What follows belongs to an exercise in optimizing a design on an open flow for small area; a production flow would make more cautious choices.
Where RTL was checked, it was by simulation tests only, not by an equivalence proof against the original.
No driver is modelled on the clock port, so clock power and skew are understated where the tree is cut down; a real chip needs a root buffer or a tree.
Power and IR drop assume default switching activity.

==> flow/design.v (excerpt) <==
module lab4(clk_50M,reset_n,write,write_control,write_address,write_data,write_complete,i2c_sda_o,i2c_sda_oe,i2c_scl);
Size: ~91 cells after synthesis, about 23 flip-flops, about 39 I/O pins, roughly 0.0010 mm² of cells after synthesis.
==> flow/config.mk <==
export PLATFORM = sky130hd
export DESIGN_NAME = lab4
export DESIGN_NICKNAME = lab4
export VERILOG_FILES = /design/flow/design.v
export SDC_FILE = /design/flow/constraint.sdc
export NUM_CORES = 4
export LEC_CHECK = 0
export CAP_MARGIN = 20
export CORE_AREA = 2 2 68 68
export DIE_AREA = 0 0 70 70
export PLACE_DENSITY = 0.9
export SLEW_MARGIN = 20
export SYNTH_HIERARCHICAL = 1
export SYNTH_MINIMUM_KEEP_SIZE = 0
==> flow/constraint.sdc <==
create_clock -name core_clock -period 20.0 [get_ports {clk_50M}]
set_input_delay 4.0000 -clock core_clock [delete_from_list [all_inputs] [get_ports {clk_50M}]]
set_output_delay 4.0000 -clock core_clock [all_outputs]
set_load 0.01 [all_outputs]
standard.sh (not shown) runs the stock make flow with config.mk's settings and CLKGATE_MAP_FILE= SYNTH_SCRIPT=/design/flow/synth_recipe.tcl, a recipe that flattens the netlist after the stock synthesis.
==> flow/flow/run.sh <==
#!/bin/bash
# Standard ORFS layout (standard.sh), with these changes:
#  - synthesis maps logic with an area-oriented ABC script (flow/abc_area.script)
#    in place of ORFS's abc_speed.script;
#  - port buffers are sky130_fd_sc_hd__buf_1;
#  - CTS adds no dummy load cells.
set -euo pipefail
D=$(pwd)
mkdir -p "$D/scripts"
for f in "$FLOW_HOME"/scripts/*; do ln -sf "$f" "$D/scripts/"; done
rm -f "$D/scripts/abc_speed.script"
cp "$D/flow/abc_area.script" "$D/scripts/abc_speed.script"
export SCRIPTS_DIR="$D/scripts"
export BUFFER_PORTS_ARGS="-buffer_cell sky130_fd_sc_hd__buf_1"
export CTS_ARGS="-sink_clustering_enable -repair_clock_nets -dont_use_dummy_load -buf_list sky130_fd_sc_hd__clkbuf_4"
bash standard.sh finish > "$D/standard.log" 2>&1
==> flow/flow/abc_area.script <==
&get -n
&st
&dc2
&dch -f
&nf -R 1000 -p -C 32 -F 8 -A 8
&put
The starting point finished clean.
Rerun with:
--- a/flow/flow/run.sh
+++ b/flow/flow/run.sh
@@ -15 +15 @@
-export CTS_ARGS="-sink_clustering_enable -repair_clock_nets -dont_use_dummy_load -buf_list sky130_fd_sc_hd__clkbuf_4"
+export CTS_ARGS="-sink_clustering_enable -repair_clock_nets -dont_use_dummy_load"
- CORE_AREA: 2 2 68 68 -> default
- CORE_MARGIN: default -> 2
- CORE_UTILIZATION: default -> 70
- DIE_AREA: 0 0 70 70 -> default
- PLACE_DENSITY: 0.9 -> 0.85
The changed run went through all stages and came out clean.
Setup slack degrades by 0.044 ns.
Clock power barely changes.
Sequential cell count does not change.
Rerun with:
- CORE_AREA: default -> 2 2 68 68
- CORE_MARGIN: 2 -> default
- CORE_UTILIZATION: 70 -> default
- DIE_AREA: default -> 0 0 70 70
- PLACE_DENSITY: 0.85 -> 0.9
The new run finished with timing, DRC and antenna clean; synthesized area stays the same; routed wire length went down by 10%; non-clock buffer count stays the same; combinational power went down by about 2%.

## run A
lab4, a different RTL version from the one above (not shown whole).
Size in the first run: ~98 cells after synthesis, ~39 I/O pins, about 0.0011 mm^2 of cells after synthesis.
export LEC_CHECK = 0
export CAP_MARGIN = 20
export CORE_MARGIN = 2
export CORE_UTILIZATION = 70
export PLACE_DENSITY = 0.85
export SLEW_MARGIN = 20
export SYNTH_HIERARCHICAL = 1
export SYNTH_MINIMUM_KEEP_SIZE = 0
create_clock -name core_clock -period 20.0 [get_ports {clk_50M}]
==> flow/flow/run.sh <==
#!/bin/bash
# Standard ORFS layout, with two changes:
#  - synthesis maps logic with an area-oriented ABC script (flow/abc_area.script)
#    in place of ORFS's abc_speed.script;
#  - port buffers are sky130_fd_sc_hd__buf_1.
set -euo pipefail
D=$(pwd)
mkdir -p "$D/scripts"
for f in "$FLOW_HOME"/scripts/*; do ln -sf "$f" "$D/scripts/"; done
rm -f "$D/scripts/abc_speed.script"
cp "$D/flow/abc_area.script" "$D/scripts/abc_speed.script"
export SCRIPTS_DIR="$D/scripts"
export BUFFER_PORTS_ARGS="-buffer_cell sky130_fd_sc_hd__buf_1"
export CTS_ARGS="-buf_list sky130_fd_sc_hd__clkbuf_4 sky130_fd_sc_hd__clkbuf_8 -root_buf sky130_fd_sc_hd__clkbuf_2 -dont_use_dummy_load -repair_clock_nets"
bash standard.sh finish > "$D/standard.log" 2>&1
==> flow/flow/abc_area.script <==
&get -n
&st
&dch
&nf -R 1000 -p
&put
Tool error STA-0564 stopped run A during 4_1_cts; no final results.
#### Input delta (run B over run A)
-- flow/flow/run.sh --
<<< run A, line 12
export SCRIPTS_DIR="$D/scripts"
export BUFFER_PORTS_ARGS="-buffer_cell sky130_fd_sc_hd__buf_1"
export CTS_ARGS="-buf_list sky130_fd_sc_hd__clkbuf_4 sky130_fd_sc_hd__clkbuf_8 -root_buf sky130_fd_sc_hd__clkbuf_2 -dont_use_dummy_load -repair_clock_nets"
bash standard.sh finish > "$D/standard.log" 2>&1
>>> run B, line 12
export SCRIPTS_DIR="$D/scripts"
export BUFFER_PORTS_ARGS="-buffer_cell sky130_fd_sc_hd__buf_1"
export CTS_ARGS="-sink_clustering_enable -sink_clustering_size 40 -sink_clustering_max_diameter 500 -buf_list sky130_fd_sc_hd__clkbuf_8 -root_buf sky130_fd_sc_hd__clkbuf_8 -dont_use_dummy_load -repair_clock_nets"
bash standard.sh finish > "$D/standard.log" 2>&1
Results
- Run B ran to completion and came out clean on the timing, design-rule and antenna checks.
- From run A to run B the numbers moved as follows: multiplexer share of the synthesized area shows no meaningful change; total instance count after detailed placement about even; net count of the mapped netlist stayed essentially flat; pre-CTS setup slack level.
- Compared with run A, in run B cell count after synthesis closely matched the old numbers, total standard cell area after synthesis shows no meaningful change, detailed-placement wirelength estimate saw little to no change, fraction of registers with async set or reset after synthesis neither gained nor lost much.
- Count of boundary I/O pins came out exactly the same in run B and run A.
- Number of distinct library cells after synthesis: run B vs run A identical
Edits applied to the flow inputs when going from run B to run C:
- CORE_UTILIZATION changed from 70 to 40
- PLACE_DENSITY changed from 0.85 to 0.6
-- flow/flow/run.sh --
<<< run B, line 12
export SCRIPTS_DIR="$D/scripts"
export BUFFER_PORTS_ARGS="-buffer_cell sky130_fd_sc_hd__buf_1"
export CTS_ARGS="-sink_clustering_enable -sink_clustering_size 40 -sink_clustering_max_diameter 500 -buf_list sky130_fd_sc_hd__clkbuf_8 -root_buf sky130_fd_sc_hd__clkbuf_8 -dont_use_dummy_load -repair_clock_nets"
bash standard.sh finish > "$D/standard.log" 2>&1
>>> run C, line 12
export SCRIPTS_DIR="$D/scripts"
export BUFFER_PORTS_ARGS="-buffer_cell sky130_fd_sc_hd__buf_1"
bash standard.sh finish > "$D/standard.log" 2>&1
In run C the area growth from synthesis to final layout turned out 0.24 points higher than in run B. In terms of share of final-layout standard cells stronger than drive strength 1, run C and run B differ only marginally. ~same sequential share of layout area in run B and run C. Between run B and run C, final cell count without fillers increased. Status: proportion of total power due to net switching parity (run B, run C). For share of cell area taken by muxes after synthesis, run B and run C come out practically identical. Sort run B and run C by wire length asc -> top: run C. As of run C, leakage power total had fallen slightly compared to run B.
### run C -> run D
- PLACE_DENSITY changed from 0.6 to 0.85
- CORE_UTILIZATION changed from 40 to 70
Notes after the runs:
Run C finished all stages; the layout is clean.
Run D reached the end of the flow, and the finished layout is clean on the timing, design-rule and antenna checks.
Relative to run C, the wire length of the first global-routing pass of run D is lower by 3.1%.
From run C to run D the numbers moved as follows: cell area fell by 1.3%, clock share of power fell by 0.5 points.
Going from run C to run D, the cell area after placement was found to have gone down by about 1.4%.
Number of non-filler instances in the completed layout ended up 14 lower on run D than on run C.
Between run C and run D, the flow reports total power increasing slightly.
> inputs changed (run D -> run E)
-- flow/flow/run.sh --
<<< run D, line 12
export SCRIPTS_DIR="$D/scripts"
export BUFFER_PORTS_ARGS="-buffer_cell sky130_fd_sc_hd__buf_1"
bash standard.sh finish > "$D/standard.log" 2>&1
>>> run E, line 12
export SCRIPTS_DIR="$D/scripts"
export BUFFER_PORTS_ARGS="-buffer_cell sky130_fd_sc_hd__buf_1"
export CTS_ARGS="-buf_list sky130_fd_sc_hd__clkbuf_8 -root_buf sky130_fd_sc_hd__clkbuf_8 -dont_use_dummy_load -repair_clock_nets"
bash standard.sh finish > "$D/standard.log" 2>&1
Notes after the runs:
Run E | status: complete | timing, DRC, antenna: pass. Going from run D to run E, first-pass GRT wire length rose about 3.3%, total power increased about 6%, internal power consumption shows an increase of 7.9%, final cell count without fillers went down, share of the final layout cell area in sequential cells has decreased. Sort run E and run D by per-cell routed wire length, ascending, and run D comes first. Run E vs run D — share of power burned in the clock network rose 4.3 points. The areal power density over the cells in run E is 1.05 times that in run D.
No run of this note included a check of the RTL's function; only the layout flow was run.

RTL: one of the versions met above, not the one the previous note started from.
For scale: roughly 91 cells after synthesis, ~39 I/O pins.
clock: 20.0 ns
lec_check: 0
cap_margin: 20
core_area: 2 2 68 68
die_area: 0 0 70 70
place_density: 0.9
slew_margin: 20
synth_hierarchical: 1
synth_minimum_keep_size: 0
==> flow/flow/run.sh <==
#!/bin/bash
# Standard ORFS layout (standard.sh), with these changes:
#  - synthesis maps logic with an area-oriented ABC script (flow/abc_area.script)
#    in place of ORFS's abc_speed.script;
#  - port buffers are sky130_fd_sc_hd__buf_1;
#  - the clock tree is a single clkbuf_8 at the centre of the registers
#    (flow/cts.tcl in place of ORFS's cts.tcl; everything else in it unchanged).
set -euo pipefail
D=$(pwd)
mkdir -p "$D/scripts"
for f in "$FLOW_HOME"/scripts/*; do ln -sf "$f" "$D/scripts/"; done
rm -f "$D/scripts/abc_speed.script" "$D/scripts/cts.tcl"
cp "$D/flow/abc_area.script" "$D/scripts/abc_speed.script"
cp "$D/flow/cts.tcl" "$D/scripts/cts.tcl"
export SCRIPTS_DIR="$D/scripts"
export BUFFER_PORTS_ARGS="-buffer_cell sky130_fd_sc_hd__buf_1"
export CLOCK_PORT_NAME=clk_50M
export CLOCK_BUFFER_CELL=sky130_fd_sc_hd__clkbuf_8
bash standard.sh finish > "$D/standard.log" 2>&1
==> flow/flow/cts.tcl <==
utl::set_metrics_stage "cts__{}"
source $::env(SCRIPTS_DIR)/load.tcl
source $::env(SCRIPTS_DIR)/lec_check.tcl
erase_non_stage_variables cts
load_design 3_place.odb 3_place.sdc
source_step_tcl PRE CTS

# Clone clock tree inverters next to register loads
# so cts does not try to buffer the inverted clocks.
repair_clock_inverters

proc save_progress { stage } {
  puts "Run 'make gui_$stage.odb' to load progress snapshot"
  orfs_write_db $::env(RESULTS_DIR)/$stage.odb
  orfs_write_sdc $::env(RESULTS_DIR)/$stage.sdc
}

# Clock tree: one clock buffer, placed at the centre of the registers, drives
# every register clock pin.
set_dont_use $::env(DONT_USE_CELLS)
set sx 0
set sy 0
set n 0
foreach inst [[ord::get_db_block] getInsts] {
  if { [[$inst getMaster] isSequential] } {
    set box [$inst getBBox]
    set sx [expr { $sx + ([$box xMin] + [$box xMax]) / 2.0 }]
    set sy [expr { $sy + ([$box yMin] + [$box yMax]) / 2.0 }]
    incr n
  }
}
set dbu [[ord::get_db_tech] getDbUnitsPerMicron]
set cx [expr { $sx / $n / $dbu }]
set cy [expr { $sy / $n / $dbu }]
set clk_port [lindex [get_ports $::env(CLOCK_PORT_NAME)] 0]
set clk_net [get_nets -of_objects $clk_port]
log_cmd insert_buffer -buffer_cell $::env(CLOCK_BUFFER_CELL) -net $clk_net \
  -location [list $cx $cy] -buffer_name clkbuf_0_clk -net_name clknet_0_clk
global_connect
set_propagated_clock [all_clocks]

utl::push_metrics_stage "cts__{}__pre_repair_timing"
log_cmd estimate_parasitics -placement
if { $::env(DETAILED_METRICS) } {
  report_metrics 4 "cts pre-repair-timing"
}
utl::pop_metrics_stage

set_placement_padding -global \
  -left $::env(CELL_PAD_IN_SITES_DETAIL_PLACEMENT) \
  -right $::env(CELL_PAD_IN_SITES_DETAIL_PLACEMENT)

set result [catch { detailed_placement } msg]
if { $result != 0 } {
  save_progress 4_1_error
  error "Detailed placement failed in CTS: $msg"
}

log_cmd estimate_parasitics -placement

if { $::env(CTS_SNAPSHOTS) } {
  save_progress 4_1_pre_repair_hold_setup
}

if { !$::env(SKIP_CTS_REPAIR_TIMING) } {
  if { $::env(EQUIVALENCE_CHECK) } {
    write_eqy_verilog 4_before_rsz.v
  }
  if { $::env(LEC_CHECK) } {
    write_lec_verilog 4_before_rsz_lec.v
  }

  repair_timing_helper

  if { $::env(EQUIVALENCE_CHECK) } {
    run_equivalence_test
  }
  if { $::env(LEC_CHECK) } {
    write_lec_verilog 4_after_rsz_lec.v
    run_lec_test 4_rsz 4_before_rsz_lec.v 4_after_rsz_lec.v
  }

  set result [catch { detailed_placement } msg]
  if { $result != 0 } {
    save_progress 4_1_error
    error "Detailed placement failed in CTS: $msg"
  }

  check_placement -verbose
}

report_metrics 4 "cts final"

source_step_tcl POST CTS

orfs_write_db $::env(RESULTS_DIR)/4_1_cts.odb
orfs_write_sdc $::env(RESULTS_DIR)/4_cts.sdc
Other scripts of this flow, unchanged in this note and not shown: flow/flow/abc_area.script
The baseline ended with an error in clock tree synthesis with STA-0100.
Change:
--- a/flow/flow/run.sh
+++ b/flow/flow/run.sh
@@ -6 +6 @@
-#  - the clock tree is a single clkbuf_8 at the centre of the registers
+#  - the clock tree is two clkbuf_4, each driving half of the registers
@@ -18 +18 @@
-export CLOCK_BUFFER_CELL=sky130_fd_sc_hd__clkbuf_8
+export CLOCK_BUFFER_CELL=sky130_fd_sc_hd__clkbuf_4
--- a/flow/flow/cts.tcl
+++ b/flow/flow/cts.tcl
@@ -18,2 +18,3 @@
-# Clock tree: one clock buffer, placed at the centre of the registers, drives
-# every register clock pin.
+# Clock tree: the registers are split into two halves by position, and each
+# half is driven by its own clock buffer, placed at the centre of its registers.
+# The clock port drives only these buffers.
@@ -21,4 +22,4 @@
-set sx 0
-set sy 0
-set n 0
-foreach inst [[ord::get_db_block] getInsts] {
+set block [ord::get_db_block]
+set clk_net [$block findNet $::env(CLOCK_PORT_NAME)]
+set regs {}
+foreach inst [$block getInsts] {
@@ -27,3 +28,2 @@
-    set sx [expr { $sx + ([$box xMin] + [$box xMax]) / 2.0 }]
-    set sy [expr { $sy + ([$box yMin] + [$box yMax]) / 2.0 }]
-    incr n
+    lappend regs [list [expr { ([$box xMin] + [$box xMax]) / 2 }] \
+      [expr { ([$box yMin] + [$box yMax]) / 2 }] $inst]
@@ -32,7 +32,25 @@
-set dbu [[ord::get_db_tech] getDbUnitsPerMicron]
-set cx [expr { $sx / $n / $dbu }]
-set cy [expr { $sy / $n / $dbu }]
-set clk_port [lindex [get_ports $::env(CLOCK_PORT_NAME)] 0]
-set clk_net [get_nets -of_objects $clk_port]
-log_cmd insert_buffer -buffer_cell $::env(CLOCK_BUFFER_CELL) -net $clk_net \
-  -location [list $cx $cy] -buffer_name clkbuf_0_clk -net_name clknet_0_clk
+set regs [lsort -integer -index 0 $regs]
+set half [expr { [llength $regs] / 2 }]
+set groups [list [lrange $regs 0 [expr { $half - 1 }]] [lrange $regs $half end]]
+set master [[ord::get_db] findMaster $::env(CLOCK_BUFFER_CELL)]
+set k 0
+foreach group $groups {
+  set buf [odb::dbInst_create $block $master clkbuf_$k]
+  set net [odb::dbNet_create $block clknet_$k]
+  $net setSigType CLOCK
+  [$buf findITerm A] connect $clk_net
+  [$buf findITerm X] connect $net
+  set sx 0
+  set sy 0
+  foreach r $group {
+    set sx [expr { $sx + [lindex $r 0] }]
+    set sy [expr { $sy + [lindex $r 1] }]
+    set iterm [[lindex $r 2] findITerm CLK]
+    $iterm disconnect
+    $iterm connect $net
+  }
+  set n [llength $group]
+  $buf setLocation [expr { $sx / $n }] [expr { $sy / $n }]
+  $buf setPlacementStatus PLACED
+  incr k
+}
This time the run passed the timing, design-rule and antenna checks.
Synthesized cell count does not change.
Synthesized area stays the same.
The clock cells of the second run of this note come from the design's own scripts or RTL, not from TritonCTS.

[port drivers added, routing unchanged]
No port has a modelled driver above. Below, the same layouts with a new extraction and two added sets of constraints. Step 1, drivers: a clkbuf_16 drives clk_50M and a buf_2 each remaining input, both assumed. Step 2 times the ports against the registers' clock, not the clock port: input delays grow and output delays shrink by t, the midpoint of the rising clock arrivals with the driver on. a / b / c = no drivers / after step 1 / after step 2; a / b = the first two.
| run | t, ns | slack for setup (ns) | hold slack, ns | clock arrival spread, ns | worst slew at a driven data input, ns |
|---|---|---|---|---|---|
| the first run of note 1 | 0.320 | 10.640 / 10.619 / 10.619 | 0.374 / 0.374 / 0.374 | 0.010 / 0.010 | 0.04 |
| the second run of note 1 | 0.318 | 10.596 / 10.574 / 10.574 | 0.381 / 0.381 / 0.381 | 0.009 / 0.008 | 0.04 |
| the third run of note 1 | 0.281 | 10.649 / 10.629 / 10.629 | 0.368 / 0.368 / 0.368 | 0.006 / 0.006 | 0.04 |
| run B | 0.277 | 10.585 / 10.562 / 10.562 | 0.384 / 0.384 / 0.384 | 0.005 / 0.006 | 0.05 |
| run C | 0.323 | 10.628 / 10.606 / 10.606 | 0.385 / 0.385 / 0.385 | 0.006 / 0.005 | 0.03 |
| run D | 0.321 | 10.584 / 10.560 / 10.560 | 0.393 / 0.393 / 0.393 | 0.003 / 0.003 | 0.05 |
| run E | 0.277 | 10.585 / 10.562 / 10.562 | 0.384 / 0.384 / 0.384 | 0.005 / 0.006 | 0.05 |
| the second run of note 3 | 0.194 | 10.651 / 10.627 / 10.627 | 0.372 / 0.372 / 0.372 | 0.012 / 0.012 | 0.04 |
After both steps setup and hold are still met in every run listed.
